From an optimization exercise on the open Yosys and OpenROAD flow, aimed at small area; shortcuts taken in it are not production practice. In this exercise RTL edits were held to simulation tests only and were not proved equivalent to the original. Power and IR drop assume default switching activity.

==> inputs of run a <==
==> flow/design.v <==
module alu(input read,write,dig1,dig2,dig3,dig4,rst,clk,rev,exec,sign, output o1,o2,o3,o4, output [0:6] bcd);
localparam RESET=3'd0;
localparam IDLE=3'd1;
localparam ADDRESS=3'd2;
localparam DISPLAY=3'd3;
localparam WRITE=3'd4;
localparam EXECUTE=3'd5;
localparam [4:0] SY_BL=5'd16;  
localparam [4:0] SY_MI=5'd17;  
localparam [4:0] SY_L =5'd18;  
localparam [4:0] SY_O =5'd19;  
localparam [4:0] SY_U =5'd20;  
localparam [4:0] SY_EQ=5'd21;  
localparam [4:0] SY_P =5'd22;  
localparam [4:0] SY_N =5'd23;  
localparam [31:0] SEG0=32'h00bf2812;
localparam [31:0] SEG1=32'h00bfd860;
localparam [31:0] SEG2=32'hff67d004;
localparam [31:0] SEG3=32'hffc38692;
localparam [31:0] SEG4=32'hff2302ba;
localparam [31:0] SEG5=32'h00bb208e;
localparam [31:0] SEG6=32'hff151083;
localparam [4:0] DEB0=5'b00001;
localparam [4:0] DEB30=5'b10000;
function [4:0] deb_next;
	input [4:0] d;
	deb_next = (d==DEB30) ? 5'd0 : {d[3:0], d[4]^d[2]};
endfunction
localparam [3:0] MC0=4'b0001;
localparam [3:0] MC9=4'b1011;
function [4:0] op_sym;  
	input [1:0] d;
	case (d)
		2'd0:op_sym=5'd10;  
		2'd1:op_sym=5'd5;   
		2'd2:op_sym=SY_P;   
		default:op_sym=5'd13;  
	endcase
endfunction
reg idle, address_read_q, mul_en_q;
reg [1:0] loc_q;
reg [4:0] address_q;
reg [1:0] di1_q;
reg [3:0] di2_q, di4_q, add1_q;
reg [2:0] di3_q, di5_q;
reg add2_q;
reg [4:0] b1_q, b2_q, b3_q, b4_q;
reg [3:0] mc_q;
reg [4:0] deb1_q, deb2_q, deb3_q, deb4_q;
reg [15:0] tr_q;  
reg sign_1_q, sign_2_q;
reg dclr_q;
reg [2:0] state;
reg mul_en, address_read;
reg [2:0] loc;
reg [4:0] address;
reg [1:0] di1;
reg [3:0] di2, di4, add1;
reg [2:0] di3, di5;
reg add2;
reg [4:0] b1, b2, b3, b4;
reg [3:0] mc;
reg [4:0] deb1, deb2, deb3, deb4;
reg m1, m2, m3, m4;
reg [15:0] tr;
reg sign_1, sign_2;
reg dclr;
reg mem_we;
reg fmt;
reg [17:0] mem_wdata;
reg [6:0] mag1, mag2;
reg [575:0] ring;
reg [4:0] ph;
reg [17:0] pf;  
reg pending;
reg [7:0] t, neg_t, absr;
reg [6:0] ty;
reg [7:0] tc;
integer k;
reg m_sub, r7, ovf, unf;
wire [15:0] mul_output;
always @(*)
begin
	if (rst==1)
		state=RESET;
	else if(idle==1)
		state=IDLE;
	else if(address_read_q==1 & exec==1)
		state=EXECUTE;
	else if(address_read_q==1 & read==1)
		state=DISPLAY;
	else if (address_read_q==1 & write==1)
		state=WRITE;
	else if (read==1 | write==1 | exec==1)
		state=ADDRESS;
	else
		state=IDLE;
end
always @(posedge clk)
begin
	if(read==1 | write==1 | rst==1 | exec==1)
		idle<=0;
	else
		idle<=1;
end
always @(*)
begin
	m_sub = tr_q[7] ^ tr_q[15] ^ pf[0];
	ty = tr_q[14:8] ^ {7{m_sub}};
	tc[0] = m_sub;
	for (k = 0; k < 7; k = k + 1)
	begin
		t[k] = tr_q[k] ^ ty[k] ^ tc[k];
		tc[k+1] = (tr_q[k] & ty[k]) | (tr_q[k] & tc[k]) | (ty[k] & tc[k]);
	end
	t[7] = m_sub ^ tc[7];
	neg_t = -t;
	r7 = tr_q[7] ? neg_t[7] : t[7];
	absr = (tr_q[7] ^ r7) ? neg_t : t;
	if (pf[0]==0)
	begin
		ovf = pf[9]==0 & pf[17]==0 & r7;
		unf = pf[9]==1 & pf[17]==1 & !r7;
	end
	else
	begin
		ovf = pf[9]==0 & pf[17]==1 & r7;
		unf = pf[9]==1 & pf[17]==0 & !r7;
	end
end
always @(*)
begin
	mul_en=mul_en_q;address_read=address_read_q;
	loc={1'b0,loc_q};
	address=address_q;
	di1=di1_q;di2=di2_q;di3=di3_q;di4=di4_q;di5=di5_q;add1=add1_q;add2=add2_q;
	b1=b1_q;b2=b2_q;b3=b3_q;b4=b4_q;
	mc=mc_q;
	deb1=deb1_q;deb2=deb2_q;deb3=deb3_q;deb4=deb4_q;
	m1=dig1 & deb1_q==DEB30;
	m2=dig2 & deb2_q==DEB30;
	m3=dig3 & deb3_q==DEB30;
	m4=dig4 & deb4_q==DEB30;
	tr=tr_q;
	sign_1=sign_1_q;sign_2=sign_2_q;
	mem_we=0;
	fmt=0;
	mag1={di3_q,di2_q};
	mag2={di5_q,di4_q};
	mem_wdata={~sign_2_q & (mag2!=0), mag2, ~sign_1_q & (mag1!=0), mag1, di1_q};
	case(state)
		RESET:
			begin
				mul_en=0;address_read=0;
				loc=0;
				mc=MC0;tr=0;
				deb1=DEB0;deb2=DEB0;deb3=DEB0;deb4=DEB0;
				add1=0;add2=0;
				b4=5'd12;	 
				b3=SY_L;	 
				b2=5'd14;	 
				b1=SY_N;	 
			end
		IDLE:
			begin
				mul_en=0;address_read=0;
				loc=0;
				b4=5'd1;	 
				b3=5'd13;	 
				b2=SY_L;	 
				b1=5'd14;	 
			end
		ADDRESS:
			begin
				mc={mc_q[2:0],mc_q[3]^mc_q[2]};
				if(mc_q==MC9)
				begin
					deb1=dig1 ? deb_next(deb1_q) : DEB0;
					deb2=dig2 ? deb_next(deb2_q) : DEB0;
					deb4=dig4 ? deb_next(deb4_q) : DEB0;
					if(m4)
					begin
						address_read=1;
						address={add2_q,add1_q};
					end
					else
					begin
						if(m1)
							add1=rev ? add1_q-1 : add1_q+1;
						if(m2)
							add2=~add2_q;
					end
					mc=MC0;
					b4=5'd10;	 
					b3=5'd13;	 
					b2={4'd0,add2};
					b1={1'b0,add1};
				end
			end
		EXECUTE:
			begin
				tr=pf[17:2];
				case(pf[1:0])
					2'd0, 2'd1:
						begin
							if(ovf | unf)
							begin
								b3=SY_BL;
								b2=SY_BL;
								b1=ovf ? SY_O : SY_U;
							end
							else
							begin
								b3=(r7 & t!=8'h80) ? SY_MI : SY_BL;
								b4=SY_EQ;
								b2={1'b0,absr[7:4]};
								b1={1'b0,absr[3:0]};
							end
						end
					2'd2:
						begin
							mul_en=1;
							b4={1'b0,mul_output[15:12]};
							b3={1'b0,mul_output[11:8]};
							b2={1'b0,mul_output[7:4]};
							b1={1'b0,mul_output[3:0]};
						end
					default:
						begin
							b2=5'd0;
							b1=5'd0;
						end
				endcase
			end
		WRITE:
			begin
				mc={mc_q[2:0],mc_q[3]^mc_q[2]};
				if(mc_q==MC9)
				begin
					deb1=dig1 ? deb_next(deb1_q) : DEB0;
					deb2=dig2 ? deb_next(deb2_q) : DEB0;
					deb3=dig3 ? deb_next(deb3_q) : DEB0;
					deb4=dig4 ? deb_next(deb4_q) : DEB0;
					if(loc==0)
						loc=1;
					if(m4)
					begin
						loc=loc+1;
						if(loc>=4)
						begin
							mem_we=1;
							address_read=0;
							loc=0;
						end
					end
					else
					begin
						if (loc==1)
						begin
							if(m1)
								di1=rev ? di1_q-1 : di1_q+1;
						end
						else if(loc==2)
						begin
							sign_1=sign;
							if(m1)
								di2=rev ? di2_q-1 : di2_q+1;
							if(m2)
								di3=rev ? di3_q-1 : di3_q+1;
						end
						else if(loc==3)
						begin
							if(m1)
							begin
								sign_2=sign;
								di4=rev ? di4_q-1 : di4_q+1;
							end
							if(m2)
							begin
								sign_2=sign;
								di5=rev ? di5_q-1 : di5_q+1;
							end
						end
					end
					mc=MC0;
					fmt=1;
				end
			end
		DISPLAY:
			begin
				mc={mc_q[2:0],mc_q[3]^mc_q[2]};
				if(mc_q==MC9)
				begin
					deb1=dig1 ? deb_next(deb1_q) : DEB0;
					deb2=dig2 ? deb_next(deb2_q) : DEB0;
					deb3=dig3 ? deb_next(deb3_q) : DEB0;
					deb4=dig4 ? deb_next(deb4_q) : DEB0;
					if(m4)
					begin
						address_read=0;
						loc=0;
					end
					else
					begin
						if(m1)
							loc=1;
						if(m2)
							loc=2;
						if(m3)
							loc=3;
					end
					mc=MC0;
					tr=pf[17:2];
					fmt=1;
				end
			end
		default: ;
	endcase
	if(fmt)
	begin
		case(loc[1:0])
			2'd1:
				begin
					b4=SY_O;	 
					b3=SY_P;	 
					b2=SY_BL;
					b1=op_sym(state==WRITE ? di1 : pf[1:0]);
				end
			2'd2:
				begin
					b4=5'd1;
					b3=(state==WRITE ? !sign : pf[9]) ? SY_MI : SY_BL;
					b2={2'd0,state==WRITE ? di3 : pf[8:6]};
					b1={1'b0,state==WRITE ? di2 : pf[5:2]};
				end
			2'd3:
				begin
					b4=5'd2;
					b3=(state==WRITE ? !sign : pf[17]) ? SY_MI : SY_BL;
					b2={2'd0,state==WRITE ? di5 : pf[16:14]};
					b1={1'b0,state==WRITE ? di4 : pf[13:10]};
				end
			default:
				begin
					b4=state==WRITE ? SY_MI : 5'd13;	 
					b3=state==WRITE ? SY_MI : 5'd1;	 
					b2=state==WRITE ? SY_MI : 5'd5;	 
					b1=state==WRITE ? SY_MI : SY_P;	 
				end
		endcase
	end
	dclr=(state==RESET) | dclr_q;
	if(dclr_q & !pending)
	begin
		di1=0;di2=0;di3=0;di4=0;di5=0;
		sign_1=1;sign_2=1;
		dclr=(state==RESET);
	end
end
always @(posedge clk)
begin
	mul_en_q<=mul_en;address_read_q<=address_read;
	loc_q<=loc[1:0];
	address_q<=address;
	di1_q<=di1;di2_q<=di2;di3_q<=di3;di4_q<=di4;di5_q<=di5;add1_q<=add1;add2_q<=add2;
	b1_q<=b1;b2_q<=b2;b3_q<=b3;b4_q<=b4;
	mc_q<=mc;
	deb1_q<=deb1;deb2_q<=deb2;deb3_q<=deb3;deb4_q<=deb4;
	tr_q<=tr;
	sign_1_q<=sign_1;sign_2_q<=sign_2;
	dclr_q<=dclr;
end
wire commit = pending & (address_q == ph);
wire [4:0] sel_addr = {add2_q, add1_q};
wire [1:0] tap = sel_addr[4:3] - ph[4:3];
reg [17:0] tap_q;
always @(*)
begin
	case (tap)
		2'd0: tap_q = ring[0*18 +: 18];
		2'd1: tap_q = ring[8*18 +: 18];
		2'd2: tap_q = ring[16*18 +: 18];
		default: tap_q = ring[24*18 +: 18];
	endcase
end
always @(posedge clk)
begin
	ph <= ph + 5'd1;
	ring <= {commit ? mem_wdata : ring[17:0], ring[575:18]};
	if (mem_we)
		pending <= 1'b1;
	else if (commit)
		pending <= 1'b0;
	if (sel_addr[2:0] == ph[2:0])
		pf <= tap_q;
end
reg [15:0] prod;
reg [14:0] pm;
reg [6:0] tb;
reg prev, za;
wire s_q = tr_q[7] ^ tr_q[15];
wire flip = s_q ^ tr[7] ^ tr[15];
wire do_sub = tb[0] & !prev;
wire do_add = !tb[0] & prev & !za;
wire psub = (do_sub & !s_q) | (do_add & s_q);
wire [15:0] mx = prod ^ {16{flip}};
wire [15:0] my = flip ? 16'd0 : ({1'b0, pm & {15{do_sub | do_add}}} ^ {16{psub}});
reg [15:0] msum;
reg [16:0] cy;
integer i;
always @(*)
begin
	cy[0] = flip | psub;
	for (i = 0; i < 16; i = i + 1)
	begin
		msum[i] = mx[i] ^ my[i] ^ cy[i];
		cy[i+1] = (mx[i] & my[i]) | (mx[i] & cy[i]) | (my[i] & cy[i]);
	end
end
always @(posedge clk)
begin
	if(mul_en_q)
	begin
		prod <= msum;
		prev <= tb[0];
		pm <= pm << 1;
		tb <= tb >> 1;
	end
	else
	begin
		za <= tr_q[6:0] == 7'd0;
		pm <= (tr_q[6:0] == 7'd0) ? 15'd256 : {8'd0,tr_q[6:0]};
		tb <= tr_q[14:8];
		prev <= 1'b0;
		prod <= 16'd0;
	end
end
assign mul_output = prod;
reg [7:0] dcount;
reg [4:0] bcd_code;
wire [7:0] count = rst ? 8'd0 : dcount + 8'd1;
always @(posedge clk)
begin
	dcount <= count;
	if (count <= 60)
		bcd_code <= b4_q;
	else if (count <= 120)
		bcd_code <= b3_q;
	else if (count <= 180)
		bcd_code <= b2_q;
	else if (count <= 240)
		bcd_code <= b1_q;
end
assign o4 = !(dcount <= 60);
assign o3 = !(dcount > 60 && dcount <= 120);
assign o2 = !(dcount > 120 && dcount <= 180);
assign o1 = !(dcount > 180);
assign bcd[0] = SEG0[bcd_code];
assign bcd[1] = SEG1[bcd_code];
assign bcd[2] = SEG2[bcd_code];
assign bcd[3] = SEG3[bcd_code];
assign bcd[4] = SEG4[bcd_code];
assign bcd[5] = SEG5[bcd_code];
assign bcd[6] = SEG6[bcd_code];
endmodule
==> flow/flow/run.sh <==
#!/bin/bash
# The standard layout (standard.sh) with two changes:
# - synthesis maps logic with an area-only ABC script (flow/abc_area.script, no buffering
#   or upsizing), through a copy of the ORFS scripts folder that differs only in that file;
# - ports are buffered with buf_1;
# - the clock tree is built from clkbuf_4/clkbuf_8 in sink clusters of 15, without dummy loads.
# Each tool's output goes to the ORFS logs under orfs/logs; make's output to standard.log.
set -euo pipefail
here=$(pwd)
rm -rf "$here/scripts_local"
cp -r "$FLOW_HOME/scripts" "$here/scripts_local"
cp "$here/flow/abc_area.script" "$here/scripts_local/abc_area.script"
export SCRIPTS_DIR="$here/scripts_local"
export BUFFER_PORTS_ARGS="-buffer_cell sky130_fd_sc_hd__buf_1"
export CTS_ARGS="-sink_clustering_enable -repair_clock_nets -dont_use_dummy_load -buf_list {sky130_fd_sc_hd__clkbuf_4 sky130_fd_sc_hd__clkbuf_8} -sink_clustering_size 15 -sink_clustering_max_diameter 50"
bash standard.sh > standard.log 2>&1
==> flow/flow/abc_area.script <==
strash
&get -n
&st
&dch
&nf -R 1000
&put
topo
stime -c
==> flow/standard.sh <==
#!/bin/bash
# synth_recipe.tcl (not shown) runs the flow's synth.tcl, then flattens the netlist and writes it again
# the make line also repeats each setting of config.mk as NAME=value (left out here)
make -C /OpenROAD-flow-scripts/flow DESIGN_CONFIG=/design/flow/config.mk WORK_HOME=/design/flow/orfs CLKGATE_MAP_FILE= SYNTH_SCRIPT=/design/flow/synth_recipe.tcl "${@:-finish}"
==> flow/config.mk <==
export PLATFORM = sky130hd
export DESIGN_NAME = alu
export DESIGN_NICKNAME = alu
export VERILOG_FILES = /design/flow/design.v
export SDC_FILE = /design/flow/constraint.sdc
export NUM_CORES = 4
export LEC_CHECK = 0
export ABC_AREA = 1
export CAP_MARGIN = 20
export CORE_MARGIN = 2
export CORE_UTILIZATION = 70
export SLEW_MARGIN = 20
==> flow/constraint.sdc <==
create_clock -name core_clock -period 10.0 [get_ports {clk}]
set_input_delay 2.0000 -clock core_clock [delete_from_list [all_inputs] [get_ports {clk}]]
set_output_delay 2.0000 -clock core_clock [all_outputs]
set_load 0.01 [all_outputs]
==> run b (differences from run a) <==
--- a/flow/design.v
+++ b/flow/design.v
@@ -70,4 +70,7 @@
 reg [17:0] mem_wdata;
 reg [6:0] mag1, mag2;
+reg [1:0] locw;
+reg [3:0] lo_in, lo_out;
+reg [2:0] hi_in, hi_out;
 reg [575:0] ring;
 reg [4:0] ph;
@@ -148,4 +151,9 @@
 	mag1={di3_q,di2_q};
 	mag2={di5_q,di4_q};
+	locw=(loc_q==0) ? 2'd1 : loc_q;
+	lo_in=(state==ADDRESS) ? add1_q : (locw==1) ? {2'd0,di1_q} : (locw==2) ? di2_q : di4_q;
+	lo_out=rev ? lo_in-4'd1 : lo_in+4'd1;
+	hi_in=(locw==2) ? di3_q : di5_q;
+	hi_out=rev ? hi_in-3'd1 : hi_in+3'd1;
 	mem_wdata={~sign_2_q & (mag2!=0), mag2, ~sign_1_q & (mag1!=0), mag1, di1_q};
 	case(state)
@@ -187,5 +195,5 @@
 					begin
 						if(m1)
-							add1=rev ? add1_q-1 : add1_q+1;
+							add1=lo_out;
 						if(m2)
 							add2=~add2_q;
@@ -259,5 +267,5 @@
 						begin
 							if(m1)
-								di1=rev ? di1_q-1 : di1_q+1;
+								di1=lo_out[1:0];
 						end
 						else if(loc==2)
@@ -265,7 +273,7 @@
 							sign_1=sign;
 							if(m1)
-								di2=rev ? di2_q-1 : di2_q+1;
+								di2=lo_out;
 							if(m2)
-								di3=rev ? di3_q-1 : di3_q+1;
+								di3=hi_out;
 						end
 						else if(loc==3)
@@ -274,10 +282,10 @@
 							begin
 								sign_2=sign;
-								di4=rev ? di4_q-1 : di4_q+1;
+								di4=lo_out;
 							end
 							if(m2)
 							begin
 								sign_2=sign;
-								di5=rev ? di5_q-1 : di5_q+1;
+								di5=hi_out;
 							end
 						end
==> flow/flow/run.sh (replaced) <==
#!/bin/bash
# The standard layout (standard.sh) with two changes:
# - synthesis maps logic with an area-only ABC script (flow/abc_area.script, no buffering
#   or upsizing), through a copy of the ORFS scripts folder that differs only in that file;
# - ports are buffered with buf_1;
# - the clock tree is built from clkbuf_4/clkbuf_8 in sink clusters of 21, without dummy loads.
# Each tool's output goes to the ORFS logs under orfs/logs; make's output to standard.log.
set -euo pipefail
here=$(pwd)
rm -rf "$here/scripts_local"
cp -r "$FLOW_HOME/scripts" "$here/scripts_local"
cp "$here/flow/abc_area.script" "$here/scripts_local/abc_area.script"
export SCRIPTS_DIR="$here/scripts_local"
export BUFFER_PORTS_ARGS="-buffer_cell sky130_fd_sc_hd__buf_1"
export CTS_ARGS="-sink_clustering_enable -repair_clock_nets -dont_use_dummy_load -buf_list {sky130_fd_sc_hd__clkbuf_4 sky130_fd_sc_hd__clkbuf_8} -sink_clustering_size 21 -sink_clustering_max_diameter 50"
bash standard.sh > standard.log 2>&1
==> run c (differences from run a) <==
--- a/flow/design.v
+++ b/flow/design.v
@@ -14,11 +14,34 @@
 localparam [4:0] SY_P =5'd22;  
 localparam [4:0] SY_N =5'd23;  
-localparam [31:0] SEG0=32'h00bf2812;
-localparam [31:0] SEG1=32'h00bfd860;
-localparam [31:0] SEG2=32'hff67d004;
-localparam [31:0] SEG3=32'hffc38692;
-localparam [31:0] SEG4=32'hff2302ba;
-localparam [31:0] SEG5=32'h00bb208e;
-localparam [31:0] SEG6=32'hff151083;
+function [6:0] seg;  
+	input [4:0] c;
+	case (c)
+		5'd0:seg=7'b0000001;
+		5'd1:seg=7'b1001111;
+		5'd2:seg=7'b0010010;
+		5'd3:seg=7'b0000110;
+		5'd4:seg=7'b1001100;
+		5'd5:seg=7'b0100100;
+		5'd6:seg=7'b0100000;
+		5'd7:seg=7'b0001111;
+		5'd8:seg=7'b0000000;
+		5'd9:seg=7'b0001100;
+		5'd10:seg=7'b0001000;
+		5'd11:seg=7'b1100000;
+		5'd12:seg=7'b0110001;
+		5'd13:seg=7'b1000010;
+		5'd14:seg=7'b0110000;
+		5'd15:seg=7'b0111000;
+		5'd16:seg=7'b1111111;
+		5'd17:seg=7'b1111110;
+		5'd18:seg=7'b1110001;
+		5'd19:seg=7'b1100010;
+		5'd20:seg=7'b1100011;
+		5'd21:seg=7'b1110110;
+		5'd22:seg=7'b0011000;
+		5'd23:seg=7'b1101010;
+		default:seg=7'b1111111;
+	endcase
+endfunction
 localparam [4:0] DEB0=5'b00001;
 localparam [4:0] DEB30=5'b10000;
@@ -75,7 +98,4 @@
 reg pending;
 reg [7:0] t, neg_t, absr;
-reg [6:0] ty;
-reg [7:0] tc;
-integer k;
 reg m_sub, r7, ovf, unf;
 wire [15:0] mul_output;
@@ -107,12 +127,5 @@
 begin
 	m_sub = tr_q[7] ^ tr_q[15] ^ pf[0];
-	ty = tr_q[14:8] ^ {7{m_sub}};
-	tc[0] = m_sub;
-	for (k = 0; k < 7; k = k + 1)
-	begin
-		t[k] = tr_q[k] ^ ty[k] ^ tc[k];
-		tc[k+1] = (tr_q[k] & ty[k]) | (tr_q[k] & tc[k]) | (ty[k] & tc[k]);
-	end
-	t[7] = m_sub ^ tc[7];
+	t = {1'b0,tr_q[6:0]} + ({1'b0,tr_q[14:8]} ^ {8{m_sub}}) + {7'd0,m_sub};
 	neg_t = -t;
 	r7 = tr_q[7] ? neg_t[7] : t[7];
@@ -404,18 +417,5 @@
 wire do_add = !tb[0] & prev & !za;
 wire psub = (do_sub & !s_q) | (do_add & s_q);
-wire [15:0] mx = prod ^ {16{flip}};
-wire [15:0] my = flip ? 16'd0 : ({1'b0, pm & {15{do_sub | do_add}}} ^ {16{psub}});
-reg [15:0] msum;
-reg [16:0] cy;
-integer i;
-always @(*)
-begin
-	cy[0] = flip | psub;
-	for (i = 0; i < 16; i = i + 1)
-	begin
-		msum[i] = mx[i] ^ my[i] ^ cy[i];
-		cy[i+1] = (mx[i] & my[i]) | (mx[i] & cy[i]) | (my[i] & cy[i]);
-	end
-end
+wire [15:0] msum = (flip ? ~prod : prod) + ((flip | !(do_sub | do_add)) ? 16'd0 : ({1'b0,pm} ^ {16{psub}})) + {15'd0, flip | psub};
 always @(posedge clk)
 begin
@@ -456,10 +456,4 @@
 assign o2 = !(dcount > 120 && dcount <= 180);
 assign o1 = !(dcount > 180);
-assign bcd[0] = SEG0[bcd_code];
-assign bcd[1] = SEG1[bcd_code];
-assign bcd[2] = SEG2[bcd_code];
-assign bcd[3] = SEG3[bcd_code];
-assign bcd[4] = SEG4[bcd_code];
-assign bcd[5] = SEG5[bcd_code];
-assign bcd[6] = SEG6[bcd_code];
+assign bcd = seg(bcd_code);
 endmodule
--- a/flow/config.mk
+++ b/flow/config.mk
@@ -9,4 +9,4 @@
 export CAP_MARGIN = 20
 export CORE_MARGIN = 2
-export CORE_UTILIZATION = 70
+export CORE_UTILIZATION = 45
 export SLEW_MARGIN = 20
==> comparison table <==
Status: run a complete, no violations; run c complete, no violations; run b complete, no violations
Share of the final layout cell area in multi-input gates: run a 0.2237; run c 0.2248; run b 0.2209
Max rail drop VDD: run a 0.2183 mV; run c 0.1181 mV; run b 0.1589 mV
Mux contribution to synthesized area: run a 0.01885; run c 0.01791; run b 0.02753
Count of buffers not belonging to the clock network in the layout: run a 42; run c 37; run b 51
Tap cell count: run a 390; run c 607; run b 390
Int Power: run a 3802 uW; run c 3838 uW; run b 3930 uW
1st-pass router iterations: run a 5; run c 5; run b 7
Drt wl/cell: run a 19.05 um; run c 15.82 um; run b 18.89 um
Worst Hold Launch: run a ring[384]; run c ring[541]; run b ring[87]
Clock skew: run a 0.06627 ns; run c 0.07764 ns; run b 0.1074 ns
Sequential portion of the cell area: run a 0.7037; run c 0.6918; run b 0.7081
Total clock sinks: run a 747; run c 754; run b 747
Post-synthesis cell area: run a 20910 um2; run c 21370 um2; run b 20810 um2
Arrival time worst endpoint: run a 10.08 ns; run c 8.25 ns; run b 10.18 ns
Layout inverter count without the clock tree: run a 31; run c 39; run b 29
Overall via count from detail_route: run a 10970; run c 11300; run b 10900
Clock transition at the register clock pins on the worst setup and hold paths after CTS: run a 0.09 ns; run c 0.09 ns; run b 0.11 ns
Placed cell count: run a 1943; run c 2250; run b 1940
Via density per instance: run a 5.484; run c 4.891; run b 5.482
Startpoint of the worst-slack reg-to-reg timing path: run a address_read_q; run c idle; run b mc_q[2]
Worst Tran Pin Value: run a 1.145 ns; run c 1.093 ns; run b 0.9885 ns
Slowest cell delay on critical path: run a 0.45 ns; run c 0.63 ns; run b 0.42 ns
Pwr Total: run a 4961 uW; run c 5007 uW; run b 5303 uW

port drivers added, routing unchanged:
Ports are ideal in the flow. The routed layouts listed here were re-timed in OpenROAD.
Step 1: set_driving_cell puts a clkbuf_16 on clk and a buf_2 on each other input, an assumption about the parent block.
Step 2, shift: input delay + t, output delay - t, t = (earliest + latest rising clock arrival at the registers) / 2. This alone moves slack from input paths to output paths.
a / b / c = ideal ports / drivers / drivers and shift; a / b = the first two.
run	t (ns)	slack for setup (ns)	hold WS [ns]	latest minus earliest clock arrival (ns)	worst data-port slew with drivers (ns)
run a	0.647	0.439 / 0.470 / -0.178	0.299 / 0.299 / 0.299	0.067 / 0.067	0.04
run b	0.614	0.308 / 0.335 / -0.278	0.269 / 0.269 / 0.269	0.112 / 0.111	0.05
run c	0.685	2.225 / 2.241 / 1.556	0.297 / 0.297 / 0.297	0.085 / 0.085	0.06
With both steps, setup timing fails in run a and run b, where it was met with ideal ports. The setup slack of run c, which loses most, moves by +0.016 ns with the drivers and by -0.669 ns with both steps.
